From an optimization exercise on the open Yosys and OpenROAD flow, aimed at small area, a short achievable clock period and few clock cycles per item; shortcuts taken in it are not production practice. Where RTL was checked, it was by simulation tests only, not by an equivalence proof against the original.

==> module geofence, before the edit <==
module geofence (clk, reset, X, Y, valid, is_inside);
input clk;
input reset;
input [9:0] X;
input [9:0] Y;
output valid;
output is_inside;
reg  [2:0] cnt;       
reg  [9:0] px, py;
reg  [9:0] dmx, dmy, rmx, rmy, lmx, lmy;    
reg        dsx, dsy, rsx, rsy, lsx, lsy;    
reg        in_flag;
wire [10:0] ex = {1'b0, X} - {1'b0, px};
wire [10:0] ey = {1'b0, Y} - {1'b0, py};
wire [9:0]  fx = px - X;
wire [9:0]  fy = py - Y;
wire        nx = ex[10], ny = ey[10];
wire        zx = (X == px), zy = (Y == py);
always @(posedge clk) begin
    dmx <= nx ? fx : ex[9:0];
    dmy <= ny ? fy : ey[9:0];
    dsx <= nx | (zx & ny);
    dsy <= ny | (zy & ~nx);
end
wire tie = ~dsy;
wire pa, ql;
cross_pos u_a (.usx(rsx), .umx(rmx), .usy(rsy), .umy(rmy),
               .wsx(dsx), .wmx(dmx), .wsy(dsy), .wmy(dmy), .tie(tie), .pos(pa));
cross_pos u_b (.usx(lsx), .umx(lmx), .usy(lsy), .umy(lmy),
               .wsx(dsx), .wmx(dmx), .wsy(dsy), .wmy(dmy), .tie(tie), .pos(ql));
wire pb = ~ql;        
always @(posedge clk or posedge reset) begin
    if (reset) cnt <= 3'd0;
    else       cnt <= cnt + 3'd1;
end
wire first = (cnt == 3'd2);
always @(posedge clk) begin
    if (cnt == 3'd0) begin
        px <= X;
        py <= Y;
    end
    if (first || (!pa && pb)) begin
        rmx <= dmx; rsx <= dsx; rmy <= dmy; rsy <= dsy;
    end
    if (first || (pa && !pb)) begin
        lmx <= dmx; lsx <= dsx; lmy <= dmy; lsy <= dsy;
    end
    if (first)              in_flag <= 1'b0;
    else if (!pa && !pb)    in_flag <= 1'b1;
end
assign valid = (cnt == 3'd7);
assign is_inside = in_flag | (!pa && !pb);
endmodule
==> flow/config.mk <==
export PLATFORM = sky130hd
export DESIGN_NAME = geofence
export DESIGN_NICKNAME = geofence
export VERILOG_FILES = /design/flow/design.v
export SDC_FILE = /design/flow/constraint.sdc
export NUM_CORES = 4
export LEC_CHECK = 0
export ABC_CLOCK_PERIOD_IN_PS = 4000
export CAP_MARGIN = 20
export CORE_MARGIN = 2
export CORE_UTILIZATION = 40
export SETUP_SLACK_MARGIN = 5
export SLEW_MARGIN = 20
export SYNTH_HIERARCHICAL = 1
==> flow/constraint.sdc <==
create_clock -name core_clock -period 12.0 [get_ports {clk}]
set_input_delay 2.4000 -clock core_clock [delete_from_list [all_inputs] [get_ports {clk}]]
set_output_delay 2.4000 -clock core_clock [all_outputs]
set_load 0.01 [all_outputs]
run.sh (not shown) runs the stock make flow with config.mk's settings and CLKGATE_MAP_FILE= SYNTH_SCRIPT=/design/flow/synth_recipe.tcl, a recipe that flattens the netlist after the stock synthesis.
The baseline finished clean.
Testbench counts at the start, summed over its fixed seeds: cycles 9,600, objects 1,200.
Rerun with:
--- a/flow/design.v
+++ b/flow/design.v
@@ -23,10 +23,13 @@
     dsy <= ny | (zy & ~nx);
 end
-wire tie = ~dsy;
+wire gt_r = {dmy, dmx} > {rmy, rmx};
+wire gt_l = {dmy, dmx} > {lmy, lmx};
+wire tie_a = ~rsy ^ ((rsy == dsy) & gt_r);
+wire tie_b = ~lsy ^ ((lsy == dsy) & gt_l);
 wire pa, ql;
 cross_pos u_a (.usx(rsx), .umx(rmx), .usy(rsy), .umy(rmy),
-               .wsx(dsx), .wmx(dmx), .wsy(dsy), .wmy(dmy), .tie(tie), .pos(pa));
+               .wsx(dsx), .wmx(dmx), .wsy(dsy), .wmy(dmy), .tie(tie_a), .pos(pa));
 cross_pos u_b (.usx(lsx), .umx(lmx), .usy(lsy), .umy(lmy),
-               .wsx(dsx), .wmx(dmx), .wsy(dsy), .wmy(dmy), .tie(tie), .pos(ql));
+               .wsx(dsx), .wmx(dmx), .wsy(dsy), .wmy(dmy), .tie(tie_b), .pos(ql));
 wire pb = ~ql;        
 always @(posedge clk or posedge reset) begin
Effect: The new run completed without violations; routed wire length is higher by 16%; setup slack loses 0.073 ns; maximum frequency is lower by 0.91%; critical path depth is higher by 1; final area is higher by 8.3%; global-route usage is higher by 1.9 points; non-clock buffer count is higher by 14.
The RTL of the second run of this note was laid out without a check of its function.

* * *

geofence, a different RTL version from the one above (not shown whole).
Size in the first run: ~1300 cells after synthesis, ~91 flip-flops, about 24 I/O pins, roughly 13000 um^2 of cells after synthesis.
==> module geofence, before the edit <==
module geofence (clk, reset, X, Y, valid, is_inside);
input clk;
input reset;
input [9:0] X;
input [9:0] Y;
output valid;
output is_inside;
reg  [3:0] cnt;       
reg  [9:0] px, py;
reg  [9:0] dmx, dmy, rmx, rmy, lmx, lmy;    
reg        dsx, dsy, rsx, rsy, lsx, lsy;    
reg        in_flag;
wire [10:0] ex = {1'b0, X} - {1'b0, px};
wire [10:0] ey = {1'b0, Y} - {1'b0, py};
wire        nx = ex[10], ny = ey[10];
wire [9:0]  ox, oy;
assign ox[0] = 1'b0;
assign oy[0] = 1'b0;
genvar j;
generate
    for (j = 1; j < 10; j = j + 1) begin : g_abs
        assign ox[j] = ox[j-1] | ex[j-1];
        assign oy[j] = oy[j-1] | ey[j-1];
    end
endgenerate
wire        zx = ~(ox[9] | ex[9]), zy = ~(oy[9] | ey[9]);    
always @(posedge clk) begin
    dmx <= ex[9:0] ^ ({10{nx}} & ox);
    dmy <= ey[9:0] ^ ({10{ny}} & oy);
    dsx <= nx | (zx & ny);
    dsy <= ny | (zy & ~nx);
end
wire tie = ~dsy;
wire npa, nql;
wire pa = ~npa, ql = ~nql;
cross_pos u_a (.usx(rsx), .umx(rmx), .usy(rsy), .umy(rmy),
               .wsx(dsx), .wmx(dmx), .wsy(dsy), .wmy(dmy), .tie(tie), .npos(npa));
cross_pos u_b (.usx(lsx), .umx(lmx), .usy(lsy), .umy(lmy),
               .wsx(dsx), .wmx(dmx), .wsy(dsy), .wmy(dmy), .tie(tie), .npos(nql));
wire pb = ~ql;        
always @(posedge clk or posedge reset) begin
    if (reset)            cnt <= 4'd0;
    else if (cnt[3])      cnt <= 4'd0;
    else                  cnt <= cnt + 4'd1;
end
wire first = (cnt == 4'd2);
always @(posedge clk) begin
    if (cnt == 4'd0) begin
        px <= X;
        py <= Y;
    end
    if (first || (!pa && pb)) begin
        rmx <= dmx; rsx <= dsx; rmy <= dmy; rsy <= dsy;
    end
    if (first || (pa && !pb)) begin
        lmx <= dmx; lsx <= dsx; lmy <= dmy; lsy <= dsy;
    end
    if (first)                          in_flag <= 1'b0;
    else if (!pa && !pb)               in_flag <= 1'b1;
end
assign valid = cnt[3];
assign is_inside = in_flag;
endmodule
Settings: LEC_CHECK=0, ABC_CLOCK_PERIOD_IN_PS=4000, CAP_MARGIN=20, CORE_MARGIN=2, CORE_UTILIZATION=40, SLEW_MARGIN=20, SYNTH_HIERARCHICAL=1; clock period 12.0 ns.
standard.sh (not shown) runs the stock make flow with config.mk's settings and CLKGATE_MAP_FILE= SYNTH_SCRIPT=/design/flow/synth_recipe.tcl, a recipe that flattens the netlist after the stock synthesis.
==> flow/flow/run.sh <==
#!/bin/bash
set -euo pipefail
bash standard.sh SETUP_SLACK_MARGIN=6.25 finish > standard.log 2>&1
Testbench counts at the start, summed over its fixed seeds: cycles 10,800, objects 1,200.
Rerun with:
--- a/flow/design.v
+++ b/flow/design.v
@@ -14,4 +14,5 @@
 wire [10:0] ey = {1'b0, Y} - {1'b0, py};
 wire        nx = ex[10], ny = ey[10];
+wire        zx = (X == px), zy = (Y == py);
 wire [9:0]  ox, oy;
 assign ox[0] = 1'b0;
@@ -24,5 +25,4 @@
     end
 endgenerate
-wire        zx = ~(ox[9] | ex[9]), zy = ~(oy[9] | ey[9]);    
 always @(posedge clk) begin
     dmx <= ex[9:0] ^ ({10{nx}} & ox);
What happened: Wire length hardly moves; sequential share of layout area fell by 0.11 points; core utilization fell by 0.13 points; synthesized area rose slightly; register-to-register slack is worse by 0.07 ns; final area rose slightly; critical path depth fell by 1; cell count rose slightly; via count rose slightly; die area rose slightly; clock-buffer cell count stays the same; worst setup slack is worse by 0.067 ns.
Testbench counts after the change, summed over its fixed seeds: cycles 10,800, objects 1,200.

* * *

Another version of the RTL of geofence (not shown whole).
Size in the first run: ~1300 cells after synthesis, roughly 91 flip-flops.
==> module geofence, before the edit <==
module geofence (clk, reset, X, Y, valid, is_inside);
input clk;
input reset;
input [9:0] X;
input [9:0] Y;
output valid;
output is_inside;
reg  [3:0] cnt;       
reg  [9:0] px, py;
reg  [9:0] dmx, dmy, rmx, rmy, lmx, lmy;    
reg        dsx, dsy, rsx, rsy, lsx, lsy;    
reg        in_flag;
wire [10:0] ex = {1'b0, X} - {1'b0, px};
wire [10:0] ey = {1'b0, Y} - {1'b0, py};
wire        nx = ex[10], ny = ey[10];
wire [9:0]  ox, oy;
assign ox[0] = 1'b0;
assign oy[0] = 1'b0;
genvar j;
generate
    for (j = 1; j < 10; j = j + 1) begin : g_abs
        assign ox[j] = ox[j-1] | ex[j-1];
        assign oy[j] = oy[j-1] | ey[j-1];
    end
endgenerate
wire        zx = ~(ox[9] | ex[9]), zy = ~(oy[9] | ey[9]);    
always @(posedge clk) begin
    dmx <= ex[9:0] ^ ({10{nx}} & ox);
    dmy <= ey[9:0] ^ ({10{ny}} & oy);
    dsx <= nx | (zx & ny);
    dsy <= ny | (zy & ~nx);
end
wire tie = ~dsy;
wire npa, nql;
wire pa = ~npa, ql = ~nql;
cross_pos u_a (.usx(rsx), .umx(rmx), .usy(rsy), .umy(rmy),
               .wsx(dsx), .wmx(dmx), .wsy(dsy), .wmy(dmy), .tie(tie), .npos(npa));
cross_pos u_b (.usx(lsx), .umx(lmx), .usy(lsy), .umy(lmy),
               .wsx(dsx), .wmx(dmx), .wsy(dsy), .wmy(dmy), .tie(tie), .npos(nql));
wire pb = ~ql;        
always @(posedge clk or posedge reset) begin
    if (reset)            cnt <= 4'd0;
    else if (cnt[3])      cnt <= 4'd0;
    else                  cnt <= cnt + 4'd1;
end
wire first = (cnt == 4'd2);
wire en_rx, en_ry, en_lx, en_ly;
en_cell u_enrx (.first(first), .a(npa), .b(nql), .y(en_rx));
en_cell u_enry (.first(first), .a(npa), .b(nql), .y(en_ry));
en_n_cell u_enlx (.first(first), .a(npa), .b(nql), .y(en_lx));
en_n_cell u_enly (.first(first), .a(npa), .b(nql), .y(en_ly));
always @(posedge clk) begin
    if (cnt == 4'd0) begin
        px <= X;
        py <= Y;
    end
    if (en_rx) begin rmx <= dmx; rsx <= dsx; end
    if (en_ry) begin rmy <= dmy; rsy <= dsy; end
    if (en_lx) begin lmx <= dmx; lsx <= dsx; end
    if (en_ly) begin lmy <= dmy; lsy <= dsy; end
    if (first)                          in_flag <= 1'b0;
    else if (!pa && !pb)               in_flag <= 1'b1;
end
assign valid = cnt[3];
assign is_inside = in_flag;
endmodule
==> module en_cell, before the edit <==
module en_cell (first, a, b, y);
input first, a, b;
output y;
assign y = first | (a & b);
endmodule
==> module en_n_cell, before the edit <==
module en_n_cell (first, a, b, y);
input first, a, b;
output y;
assign y = first | ~(a | b);
endmodule
==> flow/config.mk <==
export PLATFORM = sky130hd
export DESIGN_NAME = geofence
export DESIGN_NICKNAME = geofence
export VERILOG_FILES = /design/flow/design.v
export SDC_FILE = /design/flow/constraint.sdc
export NUM_CORES = 4
export LEC_CHECK = 0
export ABC_CLOCK_PERIOD_IN_PS = 4000
export CAP_MARGIN = 20
export CORE_MARGIN = 2
export CORE_UTILIZATION = 40
export SLEW_MARGIN = 20
export SYNTH_HIERARCHICAL = 1
==> flow/constraint.sdc <==
create_clock -name core_clock -period 12.0 [get_ports {clk}]
set_input_delay 2.4000 -clock core_clock [delete_from_list [all_inputs] [get_ports {clk}]]
set_output_delay 2.4000 -clock core_clock [all_outputs]
set_load 0.01 [all_outputs]
Scripts as last shown in full above: flow/flow/run.sh
Next try:
--- a/flow/design.v
+++ b/flow/design.v
@@ -9,27 +9,19 @@
 reg  [9:0] px, py;
 reg  [9:0] dmx, dmy, rmx, rmy, lmx, lmy;    
 reg        dsx, dsy, rsx, rsy, lsx, lsy;    
 reg        in_flag;
 wire [10:0] ex = {1'b0, X} - {1'b0, px};
 wire [10:0] ey = {1'b0, Y} - {1'b0, py};
+wire [9:0]  fx = px - X;
+wire [9:0]  fy = py - Y;
 wire        nx = ex[10], ny = ey[10];
-wire [9:0]  ox, oy;
-assign ox[0] = 1'b0;
-assign oy[0] = 1'b0;
-genvar j;
-generate
-    for (j = 1; j < 10; j = j + 1) begin : g_abs
-        assign ox[j] = ox[j-1] | ex[j-1];
-        assign oy[j] = oy[j-1] | ey[j-1];
-    end
-endgenerate
-wire        zx = ~(ox[9] | ex[9]), zy = ~(oy[9] | ey[9]);    
+wire        zx = (X == px), zy = (Y == py);
 always @(posedge clk) begin
-    dmx <= ex[9:0] ^ ({10{nx}} & ox);
-    dmy <= ey[9:0] ^ ({10{ny}} & oy);
+    dmx <= nx ? fx : ex[9:0];
+    dmy <= ny ? fy : ey[9:0];
     dsx <= nx | (zx & ny);
     dsy <= ny | (zy & ~nx);
 end
 wire tie = ~dsy;
 wire npa, nql;
 wire pa = ~npa, ql = ~nql;
@@ -41,42 +33,29 @@
 always @(posedge clk or posedge reset) begin
     if (reset)            cnt <= 4'd0;
     else if (cnt[3])      cnt <= 4'd0;
     else                  cnt <= cnt + 4'd1;
 end
 wire first = (cnt == 4'd2);
-wire en_rx, en_ry, en_lx, en_ly;
-en_cell u_enrx (.first(first), .a(npa), .b(nql), .y(en_rx));
-en_cell u_enry (.first(first), .a(npa), .b(nql), .y(en_ry));
-en_n_cell u_enlx (.first(first), .a(npa), .b(nql), .y(en_lx));
-en_n_cell u_enly (.first(first), .a(npa), .b(nql), .y(en_ly));
 always @(posedge clk) begin
     if (cnt == 4'd0) begin
         px <= X;
         py <= Y;
     end
-    if (en_rx) begin rmx <= dmx; rsx <= dsx; end
-    if (en_ry) begin rmy <= dmy; rsy <= dsy; end
-    if (en_lx) begin lmx <= dmx; lsx <= dsx; end
-    if (en_ly) begin lmy <= dmy; lsy <= dsy; end
+    if (first || (!pa && pb)) begin
+        rmx <= dmx; rsx <= dsx; rmy <= dmy; rsy <= dsy;
+    end
+    if (first || (pa && !pb)) begin
+        lmx <= dmx; lsx <= dsx; lmy <= dmy; lsy <= dsy;
+    end
     if (first)                          in_flag <= 1'b0;
     else if (!pa && !pb)               in_flag <= 1'b1;
 end
 assign valid = cnt[3];
 assign is_inside = in_flag;
 endmodule
-module en_cell (first, a, b, y);
-input first, a, b;
-output y;
-assign y = first | (a & b);
-endmodule
-module en_n_cell (first, a, b, y);
-input first, a, b;
-output y;
-assign y = first | ~(a | b);
-endmodule
 module cross_pos (usx, umx, usy, umy, wsx, wmx, wsy, wmy, tie, npos);
 input usx, usy, wsx, wsy, tie;
 input [9:0] umx, umy, wmx, wmy;
 output npos;            
 wire sa = usx ^ wsy;    
 wire sb = usy ^ wsx;    
Outcome: The changed run went through all stages and came out clean. Cell count goes up by 4.2%. Hold slack degrades by 0.0098 ns. Wire length goes up by 5.3%. First-iteration DRC count goes down by 9.0%. Register-to-register slack degrades by 0.07 ns. Synthesized cell count goes up by 4.2%.
No run of this note included a check of the RTL's function; only the layout flow was run.

-- static timing again, ports no longer ideal --
Ports are ideal in the flow. The routed layouts listed here were re-timed in OpenROAD.
Step 1: set_driving_cell puts a clkbuf_16 on clk and a buf_2 on each other input, an assumption about the parent block.
Step 2 adds t to the input delays and takes it off the output delays; t is the mean of the earliest and latest rising clock arrival at the registers after step 1. Input paths then give back, and output paths get back, about the clock's delay inside the block.
a / b / c = no drivers / after step 1 / after step 2; a / b = the first two.
run | t, ns | slack for setup (ns) | worst setup path at the end
the first run of note 1 | 0.406 | 4.084 / 4.040 / 4.446 | register to output
the second run of note 1 | 0.395 | 4.011 / 3.967 / 4.362 | register to output
the first run of note 2 | 0.367 | 6.484 / 6.484 / 6.484 | register to register
the second run of note 2 | 0.360 | 6.417 / 6.417 / 6.417 | register to register
the first run of note 3 | 0.376 | 6.445 / 6.445 / 6.445 | register to register
the second run of note 3 | 0.378 | 6.372 / 6.372 / 6.372 | register to register
After both steps every run listed still meets setup and hold.
